Background: an optimization exercise with open tools, aiming at small area and a short achievable clock period. Do not read the settings as production practice. In this exercise RTL edits were held to simulation tests only and were not proved equivalent to the original.

==> flow/design.v, too long to show whole: its modules and the start of the top module <==
// module VAR_LZC: 137 lines
// module fma: 91 lines
// module fma_s0: 886 lines
// module fma_s1: 1312 lines
// module fma_s2: 40 lines
module fma #(
    parameter       WORDWIDTH = 32,
    parameter       EXPONENTWIDTH = 8,
    parameter       MANTISSAWIDTH = 23
)(
    input wire                   clk_I,
    input wire                   rst_n_I,
    input wire [WORDWIDTH-1:0]   operand_a_I,
    input wire [WORDWIDTH-1:0]   operand_b_I,
    input wire [WORDWIDTH-1:0]   operand_c_I,
    input wire [2:0]             rnd_mode,
    input                        gate,
    output wire [WORDWIDTH-1:0]  result_O,
    output wire                  flag_overflow_O,
    output wire                  flag_underflow_O,
    output wire                  done_valid_O
);
  // ...
==> flow/flow/run.sh <==
#!/bin/bash
# Layout: the standard flow, with timing repair aiming for a setup slack
# of MARGIN ns at the design's clock period (the default aims for 0, which
# this design meets without any repair).
set -euo pipefail
MARGIN=$(cat flow/margin.txt)
bash standard.sh SETUP_SLACK_MARGIN="$MARGIN" finish > standard_flow.log 2>&1
==> flow/flow/margin.txt <==
13
==> flow/standard.sh <==
#!/bin/bash
# synth_recipe.tcl (not shown) runs the flow's synth.tcl, then flattens the netlist and writes it again
# the make line also repeats each setting of config.mk as NAME=value (left out here)
make -C /OpenROAD-flow-scripts/flow DESIGN_CONFIG=/design/flow/config.mk WORK_HOME=/design/flow/orfs CLKGATE_MAP_FILE= SYNTH_SCRIPT=/design/flow/synth_recipe.tcl "${@:-finish}"
==> flow/config.mk <==
export PLATFORM = sky130hd
export DESIGN_NAME = fma
export DESIGN_NICKNAME = fma
export VERILOG_FILES = /design/flow/design.v
export SDC_FILE = /design/flow/constraint.sdc
export NUM_CORES = 4
export LEC_CHECK = 0
export ABC_AREA = 1
export CAP_MARGIN = 20
export CORE_MARGIN = 2
export CORE_UTILIZATION = 40
export SLEW_MARGIN = 20
==> flow/constraint.sdc <==
create_clock -name core_clock -period 22.0 [get_ports {clk_I}]
set_input_delay 4.4000 -clock core_clock [delete_from_list [all_inputs] [get_ports {clk_I}]]
set_output_delay 4.4000 -clock core_clock [all_outputs]
set_load 0.01 [all_outputs]
==> results.yml, run 1 <==
cts:
  clk_pin_slew_ns: 0.06
  clockBufferDepth: 3
  cts_made_buffers: 37
placement:
  place_congestion: 1.02
sta:
  whs_ns: 0.430
  worst_pin_slew_ns: 1.16
  fmax_ghz: 0.114
  slew_headroom: 0.228
  finalHoldViolCount: 0
run:
  drv_cap: 0
synth:
  synth_most_common_cell: "nand2_1"
  synthMuxAreaShare: 0.00731
  synth.top_cell.area_share: 0.156
  yosys-top-cells-count: "nand2_1 (1548), inv_1 (1184), nand3_1 (552)"
  ys_seq_elements: 294
routing:
  finalWirelength_mm: 193
  drt_drc_violations_left: 0
setup_path:
  cp_common_cell: "nor2_4"
  start_kind: "input port"
  crit_family: "compound AO/OA/AOI/OAI gates"
  critPathKind: "in -> reg"
floorplanning:
  start_util: 0.402
  num_tap_cells: 1500
  fp.dieW_um: 340
  dieArea_um2: 116000
layout:
  fin_area_um2: 52400
  area_growth_syn_to_layout_pct: 16.0
  bufAreaShareNonClock: 0.0650
  nClkBuffers: 51
  inv_count: 1256
global_routing:
  overflow: 0
  grt_max_degree: 92
status:
  status: "complete, no violations"
==> run 2, diff against run 1 <==
--- a/flow/config.mk
+++ b/flow/config.mk
@@ -12 +12,2 @@
 export SLEW_MARGIN = 20
+export SYNTH_HIERARCHICAL = 1
==> run 2 against run 1 <==
Effect of this change: register-to-register slack improved by 0.09 ns; via count increased by 6.0%; clock-buffer cell count decreased by 2; largest cell class unchanged; cell count rose by 6.5%; still clean on timing, DRC and antenna; synthesized cell count grew 8.8%; setup slack worse by 0.052 ns; sequential share of layout area decreased by 0.32 points.
==> results.yml, run 2 <==
status:
  status: "complete, no violations"
global_routing:
  grt_pass1_wl_mm: 321
  overflow: 0
  antenna_found_initial: 9
  grt_pass1_vias: 48000
  grtUsageTotal: 0.344
  grt_max_degree: 73
routing:
  top_layer: "met5"
  route.met2.wl_mm: 99.9
  vias: 50800
  route.met3.wl_mm: 18.3
  m1WireLength_mm: 90.5
  drt_pass1_iterations: 6
  finalWirelength_mm: 223
  routed_via_density: 5.58
  drt_iter0_drc: 5398
  drt_drc_violations_left: 0
  drtAntennaViolNets: 0
  wl_per_cell_um: 24.5
floorplanning:
  row_count: 127
  fp.dieW_um: 352
  die_y_um: 352
  start_util: 0.404
  coreArea_um2: 120000
  io_pins: 137
  dieArea_um2: 124000
placement:
  place_congestion: 1.08
  place_ws_ns: 10.44
  dpl.hpwl_mm: 179
  port-buffer-count: 136
setup_path:
  critPathKind: "in -> reg"
  reg2reg_to: "r2_rs"
  cp_data_required_time_ns: 22.47
  setup.worst_path.start: "operand_b_I[3]"
  start_kind: "input port"
  critPathBufInv: 5
  arrival_ns: 9.30
  crit_path_max_fanout: 23
  ff2ff_setup_slack_ns: 13.38
  worst_path_largest_cell_delay_ns: 0.56
  cp-end-kind: "flop"
  worstRegToRegCells: 49
  crit_slowest_cell: "inv_1"
  cp_common_cell: "fa_1"
  rr_startpoint: "r1_sw_lo[0]"
  cp_num_cells: 14
  crit_family: "adder cells"
  path_cells: "clkdlybuf4s50_1 > buf_4 > nor2_1 > nor2_1 > inv_1 > o22ai_1 > xor2_1 > fa_1 > inv_1 > ha_1 > fa_1 > inv_1 > fa_1 > fa_1"
synth:
  synth_warnings: 8
  synthesis.area_um2: 48500
  syn-num-nets: 8235
  synth_area_per_cell_um2: 6.42
  netlist_instances: 7559
layout:
  nets: 8137
  layout_common_cells: "nand2_1 (1837), inv_1 (1200), nand3_1 (717)"
  drive_gt1_frac: 0.101
  layout_commonest_cell: "nand2_1"
  regMostFlops: "r1_q"
  fill_cells: 12800
  largest_register_ffs: 77
  area_growth_syn_to_layout_pct: 11.1
sta:
  setup_slack_ns: 13.17
  slew_headroom: 0.218
  slew_viol_final: 0
  min_period_ns: 8.83
  finalSetupTns_ns: 0
  worst_pin_slew_ns: 1.17
  finalHoldViolCount: 0
  setup_viol: 0
  min_period_over_period: 0.401
  fmax_ghz: 0.113
  clock_skew_ns: 0.0825
  rsz0062_at_grt: "false"
cts:
  clockBufferDepth: 3
  cts_made_buffers: 39
  clock_sinks: 294
  clk_pin_slew_ns: 0.06
  root_buffer: "clkbuf_16"
  clock_latency_ns: 0.65
  ctsHoldBuffers: 0
  cts_tree: "yes"
  htree_num_levels: 2
worst_hold_path:
  whs_path_depth: 2
  hold_end: "r2_zero"
  hold_path_startpoint: "r2_zero"
  holdCritPathClass: "reg -> reg"
run:
  drv_cap: 0
run 2: cell count changes in the layout (fill, tap and decap cells not counted), moves of 17 or more:
cell,delta
a21oi_1,-38
o21ai_2,-19
nand2_1,+344
nand3_1,+178
o21ai_0,-81
inv_1,+46
nor2_1,+76
o21ai_1,-18
clkdlybuf4s50_1,+17
run 2: metrics by stage:
stage	cell area [µm²]	util	hold WS, ns	std cells
after global placement	49800	0.415	0.452	8921
after detailed placement	49900	0.415	0.457	8922
final	53900	0.449	0.461	9105
after global routing	53900	0.449	0.486	9104
after floorplan	48500	-	0.391	7559
after CTS	52200	0.434	0.464	9035
run 2: final cells by class:
type / instances / area (µm²) / share of cell area
clock inverters: 23 / 277 / 0.00513
repair inverters: 2 / 12.5 / 0.000232
diodes: 1 / 2.50 / 0.0000464
clock buffers: 49 / 1070 / 0.0199
flip-flops and latches: 294 / 6100 / 0.113
multi-input cells: 5528 / 36300 / 0.674
well taps: 1612 / 2020 / 0.0374
inverters: 1282 / 4890 / 0.0907
repair buffers: 314 / 3170 / 0.0589
run 2: worst register-to-register path, delay by kind of cell (launching register included):
kind / cells / cell delay (ns)
AO/OA/AOI/OAI: 6 / 1.19
adder cells (fa/ha/maj): 5 / 2.22
buffers and inverters: 6 / 0.70
flip-flops: 1 / 0.46
multiplexers: 1 / 0.35
AND/OR/NAND/NOR: 31 / 3.60
run 2: routing by layer:
metal | track usage | vias up
li1 | - | 23600
met1 | 0.437 | 24100
met2 | 0.553 | 2547
met3 | 0.0616 | 557
met4 | 0.185 | 8
met5 | 0 | -
run 2: worst max-delay path by stage:
stage | to | slack [ns]
floorplan | r1_q[42] | 13.23
global placement | r1_q[65] | 10.38
detailed placement | r1_q[65] | 10.44
CTS | r1_q[65] | 12.99
global route | r2_rs | 12.93
finish | r1_t_nc[22] | 13.17
run 2: what timing repair did:
item	CTS	global route
cloned	8	15
gates resized for setup	152	276
pin swaps	12	36
setup buffers	33	54
hold endpoints to repair	0	0
setup endpoints to repair	118	116

[what the ideal ports hide]
Ports are ideal in the flow. The routed layouts listed here were re-timed in OpenROAD. Step 1 (the two cells are an assumption about what drives the block):
set clk [get_ports {clk_I}]
set_driving_cell -lib_cell sky130_fd_sc_hd__clkbuf_16 $clk
set_driving_cell -lib_cell sky130_fd_sc_hd__buf_2 [delete_from_list [all_inputs] $clk]
Step 2 times the ports against the registers' clock, not the clock port: input delays grow and output delays shrink by t, the midpoint of the rising clock arrivals with the driver on. a / b / c = ideal / step 1 / step 2; a / b = the first two.
| run | shift t [ns] | slack for setup (ns) | latest minus earliest clock arrival (ns) | worst slew at a driven data input, ns | pins driven straight from the clock port |
|---|---|---|---|---|---|
| run 1 | 0.672 | 13.221 / 13.268 / 12.596 | 0.037 / 0.038 | 0.05 | 1 |
| run 2 | 0.692 | 13.169 / 13.227 / 12.535 | 0.083 / 0.084 | 0.06 | 1 |
After both steps setup and hold are still met in every run listed. For run 2, which loses most, drivers alone change the setup slack by +0.058 ns; drivers and shift together by -0.634 ns.
